This design comes from an exercise in tuning for small area and a short achievable clock period on the open sky130 flow, not from production work. Function was checked by simulation only, so behaviour that the tests miss may differ from the original. Power figures rest on the tool's default switching activity, not on a simulated workload.

==> inputs of run a <==
==> flow/design.v (excerpt) <==
module ALU_TOP #(parameter width = 16)
(
    input wire [width-1:0] A, B,
    input wire [3:0] ALU_FUN,
    input wire CLK, RST,
    output wire [(width*2)-1:0] Arith_OUT,
    output wire [width-1:0] Logic_OUT, CMP_OUT,
    output wire [width:0] SHIFT_OUT,
    output wire Carry_OUT, Arith_Flag, Logic_Flag, CMP_Flag, SHIFT_Flag
);
==> flow/config.mk <==
export PLATFORM = sky130hd
export DESIGN_NAME = ALU_TOP
export DESIGN_NICKNAME = ALU_TOP
export VERILOG_FILES = /design/flow/design.v
export SDC_FILE = /design/flow/constraint.sdc
export NUM_CORES = 4
export LEC_CHECK = 0
export ABC_AREA = 1
export ABC_CLOCK_PERIOD_IN_PS = 90000
export CAP_MARGIN = 20
export CORE_MARGIN = 2
export CORE_UTILIZATION = 40
export PLACE_DENSITY = 0.75
export SLEW_MARGIN = 20
==> flow/constraint.sdc <==
create_clock -name core_clock -period 90.0 [get_ports {CLK}]
set_input_delay 18.0000 -clock core_clock [delete_from_list [all_inputs] [get_ports {CLK}]]
set_output_delay 18.0000 -clock core_clock [all_outputs]
set_load 0.01 [all_outputs]
standard.sh (not shown) runs the stock make flow with config.mk's settings and CLKGATE_MAP_FILE= SYNTH_SCRIPT=/design/flow/synth_recipe.tcl, a recipe that flattens the netlist after the stock synthesis.
==> flow/flow/run.sh <==
#!/bin/bash
# The standard layout (the standard.sh: ORFS synthesis through finish).
# The one change: every input and output port still gets its own buffer, but a
# plain sky130_fd_sc_hd__buf_1 instead of the delay cell buffer_ports picks by itself.
set -euo pipefail
export BUFFER_PORTS_ARGS="-buffer_cell sky130_fd_sc_hd__buf_1"
bash standard.sh > standard.log 2>&1
==> run b (differences from run a) <==
==> flow/run.sh (new file) <==
#!/bin/bash
# synth_recipe.tcl (not shown) runs the flow's synth.tcl, then flattens the netlist and writes it again
# the make line also repeats each setting of config.mk as NAME=value (left out here)
make -C /OpenROAD-flow-scripts/flow DESIGN_CONFIG=/design/flow/config.mk WORK_HOME=/design/flow/orfs CLKGATE_MAP_FILE= SYNTH_SCRIPT=/design/flow/synth_recipe.tcl finish
removed: flow/flow/run.sh
removed: flow/standard.sh
==> notes <==
Against run a, the cell area of run b is higher by about 3.5%.
In sequential power, run b and run a hardly differ.
Routed wire length: run b is larger than run a (6.6%).
Against run b, the hold slack of run a is worse by 0.25 ns.
Combinational power: run b is higher than run a (about 3%).
Die area is the same in run a and run b.
Between run a and run b, the lower utilization is in run a (gap 1.5 points).
Of run b and run a, run b has the higher global-route usage (gap 1.5 points).
In synthesized cell count, run b and run a do not differ.
In run b the sequential share of layout area is lower than in run a, by 0.34 points.
In run a the worst setup slack is higher than in run b, by 0.46 ns.

---

==> 06-12: inputs <==
ALU_TOP, a different RTL version from the one above (not shown whole).
==> flow/design.v (excerpt) <==
module ALU_TOP #(parameter width = 16)
(
    input wire [width-1:0] A, B,
    input wire [3:0] ALU_FUN,
    input wire CLK, RST,
    output wire [(width*2)-1:0] Arith_OUT,
    output wire [width-1:0] Logic_OUT, CMP_OUT,
    output wire [width:0] SHIFT_OUT,
    output wire Carry_OUT, Arith_Flag, Logic_Flag, CMP_Flag, SHIFT_Flag
);
clock: 90.0 ns
lec_check: 0
abc_area: 1
abc_clock_period_in_ps: 90000
cap_margin: 20
core_margin: 2
core_utilization: 65
place_density: 0.8
slew_margin: 20
run.sh (not shown) runs the stock make flow with config.mk's settings and CLKGATE_MAP_FILE= SYNTH_SCRIPT=/design/flow/synth_recipe.tcl, a recipe that flattens the netlist after the stock synthesis.
Stock flow here: none of the scripts above is used.
==> inputs of 12-14, as changes to 06-12 <==
Settings changed: CORE_UTILIZATION 65 to 40, PLACE_DENSITY 0.8 to default.
==> comparison table <==
Share of the clock period used by the worst path after layout: 06-12 0.411; 12-14 0.408
Core region area: 06-12 0.0278 mm²; 12-14 0.0453 mm²
Inst Count DP: 06-12 3,208; 12-14 3,427
Routed via count: 06-12 19,900; 12-14 19,200
Core Rows: 06-12 61; 12-14 78
Tap Cells: 06-12 378; 12-14 600
Non-clk bufs: 06-12 157; 12-14 154
Met3 wire length: 06-12 6980 µm; 12-14 4790 µm
Die ar.: 06-12 0.0295 mm²; 12-14 0.0475 mm²
Worst vdd ir: 06-12 0.0571 mV; 12-14 0.0523 mV
Comb power frac: 06-12 0.820; 12-14 0.836
Status: 06-12 complete, no violations; 12-14 complete, no violations
Sequential Power: 06-12 0.0374 mW; 12-14 0.0376 mW
DRT met1 WL: 06-12 23,300 µm; 12-14 26,800 µm
Effective utilization at floorplan: 06-12 0.659; 12-14 0.405
Signed area change from the synthesized netlist to the final layout: 06-12 6.32%; 12-14 7.56%
Logic depth of the worst setup path including buffers: 06-12 142; 12-14 143
Share of power burned in the clock network: 06-12 0.094; 12-14 0.082

---

==> 08-28: inputs <==
ALU_TOP again, from the RTL that the note above started with.
clock: 90.0 ns
lec_check: 0
abc_area: 1
abc_clock_period_in_ps: 90000
cap_margin: 20
core_margin: 2
core_utilization: 40
slew_margin: 20
tns_end_percent: 0
standard.sh (not shown) runs the stock make flow with config.mk's settings and CLKGATE_MAP_FILE= SYNTH_SCRIPT=/design/flow/synth_recipe.tcl, a recipe that flattens the netlist after the stock synthesis.
==> flow/flow/run.sh <==
#!/bin/bash
# The standard layout (the standard.sh: ORFS synthesis through finish), with
# ORFS's timing repair asked for extra setup slack.  The clock period and the
# constraints are the design's; the margin only makes repair_timing work on the
# paths to the registers, which otherwise have slack to spare.
set -euo pipefail
export SETUP_SLACK_MARGIN=55
bash standard.sh > standard.log 2>&1
==> 09-09: changes against 08-28 <==
--- a/flow/flow/run.sh
+++ b/flow/flow/run.sh
@@ -4,5 +4,5 @@
 # constraints are the design's; the margin only makes repair_timing work on the
 # paths to the registers, which otherwise have slack to spare.
 set -euo pipefail
-export SETUP_SLACK_MARGIN=55
+export SETUP_SLACK_MARGIN=56
 bash standard.sh > standard.log 2>&1
Settings changed: TNS_END_PERCENT 0 to not set.
==> summary.txt <==
|  | 09-09 | 08-28 |
|---|---|---|
| Outcome | timing/DRC/antenna clean | timing/DRC/antenna clean |
| Sequential fraction of total cell area | 0.0766 | 0.0836 |
| Area Growth Syn to Fin | 26.6% | 16.1% |
| Met3 Usage GRT | 0.0448 | 0.0371 |
| CP most frequent cell | sky130_fd_sc_hd__nand2_2 | sky130_fd_sc_hd__nand2_1 |
| Clock group share of total power | 0.074 | 0.079 |
| Post-CTS Setup Inserts | 32 | 5 |
| Crit path to | ARITHMETIC_UNIT.Arith_OUT[16]$_DFF_PN0_ | ARITHMETIC_UNIT.Arith_OUT[6]$_DFF_PN0_ |
| Fraction of area in multi-input gates | 0.683 | 0.690 |
| Combinational fraction of design power | 0.853 | 0.844 |
| Slowest stage delay, CP | 560 ps | 500 ps |
| Final-layout fill cell count | 4,460 | 4,624 |
| Total power density per cell area | 22.1 nW/µm² | 22.8 nW/µm² |
| Vias after detailed routing | 20.6k | 20.0k |
| Net load switching power | 283 µW | 268 µW |
| Ratio of routed vias to standard cells | 5.70 | 5.67 |
| Met1 Wirelength | 27,600 µm | 27,100 µm |
| First-iteration detailed-routing DRC count | 1,926 | 1,998 |

## static timing again, ports no longer ideal
Ports are ideal in the flow. The routed layouts listed here were re-timed in OpenROAD.
Step 1 sets driving cells, clkbuf_16 on the clock port and buf_2 on the other inputs (assumed; they add their load-dependent delay and slew).
Step 2, shift: input delay + t, output delay - t, t = (earliest + latest rising clock arrival at the registers) / 2. This alone moves slack from input paths to output paths.
Three values: no drivers, after step 1, after step 2; two values: the first two.
| run | shift t [ns] | slack for setup (ns) | worst setup path after step 2 | worst data-port slew with drivers (ns) | pins driven straight from the clock port |
|---|---|---|---|---|---|
| run a | 0.412 | 53.831 / 53.854 / 53.442 | input to register | 0.12 | 1 |
| run b | 0.406 | 53.368 / 53.356 / 52.950 | input to register | 0.06 | 1 |
| 06-12 | 0.408 | 53.023 / 53.047 / 52.639 | input to register | 0.09 | 1 |
| 12-14 | 0.413 | 53.248 / 53.275 / 52.862 | input to register | 0.10 | 1 |
| 08-28 | 0.416 | 56.246 / 56.270 / 55.854 | input to register | 0.11 | 1 |
| 09-09 | 0.417 | 56.559 / 56.581 / 56.164 | input to register | 0.11 | 1 |
After both steps every run listed still meets setup and hold. The setup slack of run b, which loses most, moves by -0.012 ns with the drivers and by -0.418 ns with both steps.
